This design comes from an exercise in tuning for small area on the open sky130 flow, not from production work. Function was checked by simulation only, so behaviour that the tests miss may differ from the original.

== P ==
==> flow/design.v <==
`timescale 1ns / 1ps
module crcSMPTE (
	input [17:0] crcIn,
	input [9:0] data,
	output [17:0] crcOut
);
	wire [9:0] t = crcIn[9:0] ^ data;
	assign crcOut[0]  = crcIn[10];
	assign crcOut[1]  = crcIn[11];
	assign crcOut[2]  = crcIn[12];
	assign crcOut[3]  = t[0] ^ crcIn[13];
	assign crcOut[4]  = t[0] ^ t[1] ^ crcIn[14];
	assign crcOut[5]  = t[1] ^ t[2] ^ crcIn[15];
	assign crcOut[6]  = t[2] ^ t[3] ^ crcIn[16];
	assign crcOut[7]  = t[3] ^ t[4] ^ crcIn[17];
	assign crcOut[8]  = t[0] ^ t[4] ^ t[5];
	assign crcOut[9]  = t[1] ^ t[5] ^ t[6];
	assign crcOut[10] = t[2] ^ t[6] ^ t[7];
	assign crcOut[11] = t[3] ^ t[7] ^ t[8];
	assign crcOut[12] = t[4] ^ t[8] ^ t[9];
	assign crcOut[13] = t[5] ^ t[9];
	assign crcOut[14] = t[6];
	assign crcOut[15] = t[7];
	assign crcOut[16] = t[8];
	assign crcOut[17] = t[9];
endmodule
`timescale 1ns / 100ps
module SMPTE274(
  input           i_CLK_74m25,
  input           i_RST_N,
  input           i_EN,
  input  [ 9 : 0] i_data_Y,
  input  [ 9 : 0] i_data_C,
  output [11 : 0] PIX_CNT_o,
  output [10 : 0] LINE_CNT_o,
  output          VSYNC_o,
  output          HSYNC_o,
  output          DATA_RQ_o,
  output [ 9 : 0] Y_data_o,
  output [ 9 : 0] C_data_o
  );
reg  [11 : 0] pix_cnt;
reg  [10 : 0] line_cnt;
reg           running;       
reg           frame;         
reg           V;
reg           vsync;
reg  [ 9 : 0] pdata_Y, pdata_C;
reg  [17 : 0] crc_Y, crc_C;
wire [11 : 0] p = pix_cnt;
wire [10 : 0] l = line_cnt;
wire [12 : 0] pc;
assign pc[0] = running;
genvar i;
generate for (i = 0; i < 12; i = i + 1) begin : g_pc
  assign pc[i+1] = pc[i] & p[i];
end endgenerate
wire pix_end = pc[3] & p[4] & p[7] & p[11];                
wire [11 : 0] pix_sum = p ^ pc[11:0];
wire [11 : 0] pix_clr = {pix_end, 3'b000, pix_end, 2'b00, pix_end, pix_end, 3'b000};
always @(negedge i_CLK_74m25 or negedge i_RST_N)
  if (!i_RST_N)
    pix_cnt <= 0;
  else
    pix_cnt <= pix_sum & ~pix_clr;
wire [11 : 0] lc;
assign lc[0] = 1'b1;
generate for (i = 0; i < 11; i = i + 1) begin : g_lc
  assign lc[i+1] = lc[i] & l[i];
end endgenerate
wire [10 : 0] line_inc = l ^ lc[10:0];      
wire line_end  = l[10] & l[6] & l[5] & l[2] & l[0];        
wire [10 : 0] line_clr = {line_end, 3'b000, line_end, line_end, 2'b00, line_end, 1'b0, line_end};
always @(posedge i_CLK_74m25 or negedge i_RST_N)
  if (!i_RST_N)
    line_cnt <= 0;
  else if (pix_end)
    line_cnt <= line_inc;
  else
    line_cnt <= l & ~line_clr;
wire hi      = p[11];                         
wire top     = &p[10:7];                      
wire sav     = hi & p[7] & p[4] & p[2];       
wire q_lo    = ~|p[6:3];                      
wire eav     = ~hi & top & q_lo & ~p[2];      
wire lncrc   = ~hi & top & q_lo &  p[2];      
wire trs     = eav | sav;                     
wire data    = ~hi & ~top;                    
wire blank   = ~data & ~trs & ~lncrc;         
wire s_3ff   = trs & ~p[1] & ~p[0];
wire s_xyz   = trs &  p[1] &  p[0];
wire x_eav   = s_xyz & ~hi;                   
wire s_ln0   = lncrc & ~p[1] & ~p[0];
wire s_ln1   = lncrc & ~p[1] &  p[0];
wire s_crc0  = lncrc &  p[1] & ~p[0];
wire s_crc1  = lncrc &  p[1] &  p[0];
wire line_41   = l[5] & l[3] & l[0];
wire line_1121 = l[10] & l[6] & l[5] & l[0];
always @(posedge i_CLK_74m25 or negedge i_RST_N)
  if (!i_RST_N) begin
    running      <= 1'b0;
    frame        <= 1'b0;
    V            <= 1'b0;
    vsync        <= 1'b0;
  end else begin
    running      <= running | i_EN;
    frame        <= line_41 | (frame & ~line_1121);
    V            <= ~frame;       
    vsync        <= V;
  end
wire crc_clr = ~|p[10:0];
assign DATA_RQ_o = data & ~crc_clr & ~V;
assign HSYNC_o = hi | (top & |p[6:0]);        
wire [17:0] crcOut_Y, crcOut_C;
crcSMPTE CRC_Y (.crcIn(crc_Y), .data(pdata_Y), .crcOut(crcOut_Y));
crcSMPTE CRC_C (.crcIn(crc_C), .data(pdata_C), .crcOut(crcOut_C));
always @(posedge i_CLK_74m25) begin
  crc_Y <= crcOut_Y & ~{18{crc_clr}};
  crc_C <= crcOut_C & ~{18{crc_clr}};
end
wire vh = x_eav ^ (s_xyz & V);                
wire xv = s_xyz & V;
wire [9:0] cw;
assign cw[0] = s_3ff;
assign cw[1] = s_3ff;
assign cw[2] = s_3ff | vh    | s_ln0 & line_inc[0] | s_ln1 & line_inc[7];
assign cw[3] = s_3ff | xv    | s_ln0 & line_inc[1] | s_ln1 & line_inc[8];
assign cw[4] = s_3ff | x_eav | s_ln0 & line_inc[2] | s_ln1 & line_inc[9];
assign cw[5] = s_3ff | vh    | s_ln0 & line_inc[3] | s_ln1 & line_inc[10];
assign cw[6] = s_3ff | x_eav | s_ln0 & line_inc[4];
assign cw[7] = s_3ff | xv    | s_ln0 & line_inc[5];
assign cw[8] = s_3ff |         s_ln0 & line_inc[6];
assign cw[9] = s_3ff | s_xyz | s_ln0 & ~line_inc[6] | s_ln1;
wire [9:0] crc0_Y = {~crcOut_Y[8], crcOut_Y[8:0]};
wire [9:0] crc0_C = {~crcOut_C[8], crcOut_C[8:0]};
wire [9:0] crc1_Y = {~crc_Y[17], crc_Y[17:9]};
wire [9:0] crc1_C = {~crc_C[17], crc_C[17:9]};
wire [9:0] w_Y = {10{data}} & i_data_Y | {10{s_crc0}} & crc0_Y | {10{s_crc1}} & crc1_Y
               | cw | {3'b000, blank, 6'b000000};                   
wire [9:0] w_C = {10{data}} & i_data_C | {10{s_crc0}} & crc0_C | {10{s_crc1}} & crc1_C
               | cw | {blank, 9'b000000000};                        
always @(posedge i_CLK_74m25 or negedge i_RST_N)
  if (!i_RST_N) begin
    pdata_Y <= 0;
    pdata_C <= 0;
  end else begin
    pdata_Y <= w_Y;
    pdata_C <= w_C;
  end
assign PIX_CNT_o  = pix_cnt;
assign LINE_CNT_o = line_cnt;
assign Y_data_o   = pdata_Y;
assign C_data_o   = pdata_C;
assign VSYNC_o    = vsync;
endmodule
export LEC_CHECK = 0
export CAP_MARGIN = 20
export CORE_MARGIN = 2
export CORE_UTILIZATION = 75
export PLACE_DENSITY = 0.85
export SLEW_MARGIN = 20
create_clock -name core_clock -period 13.4 [get_ports {i_CLK_74m25}]
standard.sh (not shown) runs the stock make flow with config.mk's settings and CLKGATE_MAP_FILE= SYNTH_SCRIPT=/design/flow/synth_recipe.tcl, a recipe that flattens the netlist after the stock synthesis.
==> flow/flow/run.sh <==
#!/bin/bash
# Own layout flow: the standard flow (standard.sh) with
#  - an area-oriented ABC script for the combinational mapping (the registers
#    come from the same synthesis steps as before, untouched by ABC),
#  - the smallest buffer for the port buffers,
#  - a clock tree of few buffers (flow/cts_args).
# Each tool's log stays where ORFS writes it (orfs/logs/...); make's output is in flow.log.
set -euo pipefail
W=$PWD
cat > "$W/flow_synth.tcl" <<TCL
proc abc {args} {
  set i [lsearch -exact \$args -script]
  if {\$i >= 0} { lset args [expr {\$i+1}] {$W/flow/area.abc} }
  yosys abc {*}\$args
}
source {$W/synth_recipe.tcl}
TCL
sed -e "s#SYNTH_SCRIPT=[^ ]*#SYNTH_SCRIPT=$W/flow_synth.tcl#" standard.sh > flow_standard.sh
grep -q "SYNTH_SCRIPT=$W/flow_synth.tcl" flow_standard.sh
export BUFFER_PORTS_ARGS="-buffer_cell sky130_fd_sc_hd__buf_1"
if [[ -s flow/cts_args ]]; then export CTS_ARGS="$(cat flow/cts_args)"; fi
bash flow_standard.sh "$@" > "$W/flow.log" 2>&1
==> flow/flow/area.abc <==
strash
&get -n
&deepsyn -T 20
&put
strash
&get -n
&dch -f
&nf -a -p -R 1000 -F 8 -A 8
&put
==> flow/flow/cts_args <==
-sink_clustering_enable -repair_clock_nets -dont_use_dummy_load
What Q does differently from P at the input level:
- CORE_UTILIZATION changed from 75 to 40
- PLACE_DENSITY changed from 0.85 to 0.6
==> flow/flow/area.abc <==
strash
&get -n
&deepsyn -T 20
&put
strash
&get -n
&dch -f
&nf -a
&put
## What came out
- In Q, the critical path depth came out 2 below the value in P.
- There was hardly any difference in clock network area share between Q and P.
- [Q] wire length of the first global-routing pass rose 9.2% relative to P
- Q vs P: via count normalized by instance count down by more than 10%
- Core utilization (higher): P
- Placer's final routability congestion estimate (Q vs. P) decreases by a few percent
- Measured against each other, P and Q differ in area growth from synthesis to layout, the higher figure coming from Q.
- Changes observed in Q relative to P: sequential fraction of the synthesis area now smaller; via count fell 108.
- Peak supply drop (Q vs. P) decreases by more than 10%
